What follows belongs to an exercise in optimizing a design on an open flow for small area and a short achievable clock period; a production flow would make more cautious choices. In this exercise RTL edits were held to simulation tests only and were not proved equivalent to the original. Power figures rest on the tool's default switching activity, not on a simulated workload.

==> build 26: inputs <==
// simd_vector_mac
module simd_vector_mac (
    input clk,
    input rst_n,
    input valid_i,
    input start_i,
    input last_i,
    input [63:0] A,
    input [63:0] B,
    output vector_mac_valid_o,
    output [37:0] vector_mac_data_o
);
    logic [3:0] v_p, s_p, l_p;   
    logic [3:0] clr;   
    wire one1;
    wire two2;
    wire bp3;
    wire bp4;
    wire bp5;
    wire bp6;
    wire bp7;
    wire bp8;
    wire bp9;
    wire bp10;
    wire bp11;
    wire bp12;
    wire bp13;
    wire bp14;
    wire bp15;
    wire bp16;
    wire bp17;
    wire bp18;
    wire bp19;
    wire bn20;
    wire one21;
    wire two22;
    wire bp23;
    wire bp24;
    wire bp25;
    wire bp26;
    wire bp27;
    wire bp28;
    wire bp29;
    wire bp30;
    wire bp31;
    wire bp32;
    wire bp33;
    wire bp34;
    wire bp35;
    wire bp36;
    wire bp37;
    wire bp38;
    wire bp39;
    wire bn40;
    wire one41;
    wire two42;
    wire bp43;
    wire bp44;
    wire bp45;
    wire bp46;
    wire bp47;
    wire bp48;
    wire bp49;
    wire bp50;
    wire bp51;
    wire bp52;
    wire bp53;
    wire bp54;
    wire bp55;
    wire bp56;
    wire bp57;
    wire bp58;
    wire bp59;
    wire bn60;
    wire one61;
    wire two62;
    wire bp63;
    wire bp64;
    wire bp65;
    wire bp66;
    wire bp67;
    wire bp68;
    wire bp69;
    wire bp70;
    wire bp71;
    wire bp72;
    wire bp73;
    wire bp74;
    wire bp75;
    wire bp76;
    wire bp77;
    wire bp78;
    wire bp79;
    wire bn80;
    wire one81;
    wire two82;
    wire bp83;
    wire bp84;
    wire bp85;
    wire bp86;
    wire bp87;
    wire bp88;
    wire bp89;
    wire bp90;
    wire bp91;
    wire bp92;
    wire bp93;
    wire bp94;
    wire bp95;
    wire bp96;
    wire bp97;
    wire bp98;
    wire bp99;
    wire bn100;
    wire one101;
    wire two102;
    wire bp103;
    wire bp104;
    wire bp105;
    wire bp106;
    wire bp107;
    wire bp108;
    wire bp109;
    wire bp110;
    wire bp111;
    wire bp112;
    wire bp113;
    wire bp114;
    wire bp115;
    wire bp116;
    wire bp117;
    wire bp118;
    wire bp119;
    wire bn120;
    wire one121;
    wire two122;
    wire bp123;
    wire bp124;
    wire bp125;
    wire bp126;
    wire bp127;
    wire bp128;
    wire bp129;
    wire bp130;
    wire bp131;
    wire bp132;
    wire bp133;
    wire bp134;
    wire bp135;
  ...
export LEC_CHECK = 0
export ABC_AREA = 1
export CAP_MARGIN = 20
export CORE_MARGIN = 2
export CORE_UTILIZATION = 40
export PLACE_DENSITY = 0.8
export SETUP_SLACK_MARGIN = 2.3
export SLEW_MARGIN = 20
create_clock -name core_clock -period 4.5 [get_ports {clk}]
standard.sh (not shown) runs the stock make flow with config.mk's settings and CLKGATE_MAP_FILE= SYNTH_SCRIPT=/design/flow/synth_recipe.tcl, a recipe that flattens the netlist after the stock synthesis.
==> flow/flow/run.sh <==
#!/bin/bash
# Standard layout, with one netlist step between synthesis and floorplan: bubble2.py chooses the
# polarity of the full-adder cells, fa(~a,~b,~c) = ~fa(a,b,c), and of gates that have a
# complemented twin, so that the netlist needs fewer inverters. Registers are not touched.
# Port buffers are buf_2 cells instead of the delay cells buffer_ports picks by itself.
set -euo pipefail
R=$PWD/orfs/results/$FLOW_PLATFORM/simd_vector_mac/base
LIB=$FLOW_HOME/platforms/$FLOW_PLATFORM/lib/sky130_fd_sc_hd__tt_025C_1v80.lib
bash standard.sh "$R/1_2_yosys.v" > synth.log 2>&1
cp "$R/1_2_yosys.v" "$PWD/1_2_yosys_standard.v"
python3 flow/bubble2.py "$LIB" "$PWD/1_2_yosys_standard.v" "$R/1_2_yosys.v" > bubble.log 2>&1
export BUFFER_PORTS_ARGS="-buffer_cell sky130_fd_sc_hd__buf_2"
bash standard.sh finish > layout.log 2>&1
Other scripts of this flow, unchanged in this note and not shown: flow/flow/bubble2.py
==> inputs of trial 34, as changes to build 26 <==
--- a/flow/design.v
+++ b/flow/design.v
@@ -647,17 +647,17 @@
     wire bp634;
     wire bp635;
     wire bp636;
     wire bp637;
     wire bp638;
     wire bp639;
     wire bn640;
     logic [37:0] acc_s, acc_c;   
-    logic acc_zero;   
+    wire acc_zero = s_p[3] | clr[3];   
     wire [37:0] as_g = acc_zero ? '0 : acc_s;
     wire [37:0] ac_g = acc_zero ? '0 : acc_c;
     wire s641;
     wire c642;
     wire s643;
     wire c644;
     wire s645;
     wire c646;
@@ -5001,19 +5001,16 @@
         t7_64 <= t4_142 & v_p[2];
         t7_65 <= c1676 & v_p[2];
         t7_66 <= v_p[2];
         t7_67 <= v_p[2];
         t7_68 <= v_p[2];
         t7_69 <= v_p[2];
         t7_70 <= v_p[2];
     end
-    always_ff @(posedge clk or negedge rst_n)
-        if (!rst_n) acc_zero <= 1'b1;
-        else        acc_zero <= s_p[2] | clr[2];
     always_ff @(posedge clk) begin
         acc_s <= row0;
         acc_c <= row1;
     end
     logic [37:0] res_d;
     logic res_v, out_v;
     always_ff @(posedge clk or negedge rst_n)
         if (!rst_n) begin
==> results.txt <==
- Between trial 34 and build 26, the lower register-to-register slack is in build 26 (gap 0.09 ns).
- Between build 26 and trial 34, the lower non-clock buffer count is in trial 34 (gap 8).
- Between build 26 and trial 34, the lower routed wire length is in trial 34 (gap about 0.9%, measured against trial 34).
- Of build 26 and trial 34, build 26 has the higher clock power (gap about 1%, measured against trial 34).
- In synthesized cell count, build 26 and trial 34 hardly differ.
- Between build 26 and trial 34, the lower design area is in trial 34 (gap 0.71%, measured against trial 34).
- Of build 26 and trial 34, build 26 has the higher clock-buffer cell count (gap 11).
- Power: build 26 is higher than trial 34 (0.77%).
- Against trial 34, the critical path depth of build 26 is lower by 2.
==> figures <==
	build 26	trial 34
Result of the run	complete, no violations	complete, no violations
Non-clock buffer instance count of the final layout	240	232
Number of cells on the critical path	4	6
Starting utilization of the core area	40.3%	40.2%
Diodes inserted	3	0
Maximum single-stage delay on the critical path	0.74 ns	0.54 ns
Sw Share	41.9%	41.9%
Pin count of the biggest net entering global routing	42	34
Routed vias/inst	5.35	5.35
Share of the clock period used by the worst path after layout	53.1%	51.2%
WL final	130000 um	129000 um
Worst reg-to-reg path cell count	4	6
Worst hold slack after final layout	0.114 ns	0.119 ns
Number of clock buffers inserted by TritonCTS	82	78
Final weighted congestion in routability-driven placement	0.964	0.970
Count of clock buffers in the final design	111	100
Worst setup startpoint	acc_zero	s_p[3]
Slowest cell on crit path	dfstp_4	fa_2
Length of routed wiring on met1	49400 um	48000 um
CP arrival	2.90 ns	2.82 ns

afterwards: timing with drivers on the ports:
In the flow no input, the clock included, has a driving cell. The finished layouts below were timed again as built, in two steps. Step 1 assumes that a clkbuf_16 drives the clock port and a buf_2 every other input. Step 2, shift: input delay + t, output delay - t, t = (earliest + latest rising clock arrival at the registers) / 2. This alone moves slack from input paths to output paths. Three values: ideal ports, drivers, drivers and shift; two values: the first two.
| run | shift t [ns] | setup slack, ns | worst setup path after step 2 | latest minus earliest clock arrival (ns) | worst data-port slew with drivers (ns) |
|---|---|---|---|---|---|
| build 26 | 0.698 | 2.109 / 2.109 / 1.580 | input to register | 0.041 / 0.040 | 0.10 |
| trial 34 | 0.710 | 2.195 / 2.195 / 1.572 | input to register | 0.031 / 0.032 | 0.09 |
After both steps setup and hold are still met in every run listed. For trial 34, which loses most, drivers alone change the setup slack by 0.000 ns; drivers and shift together by -0.623 ns.
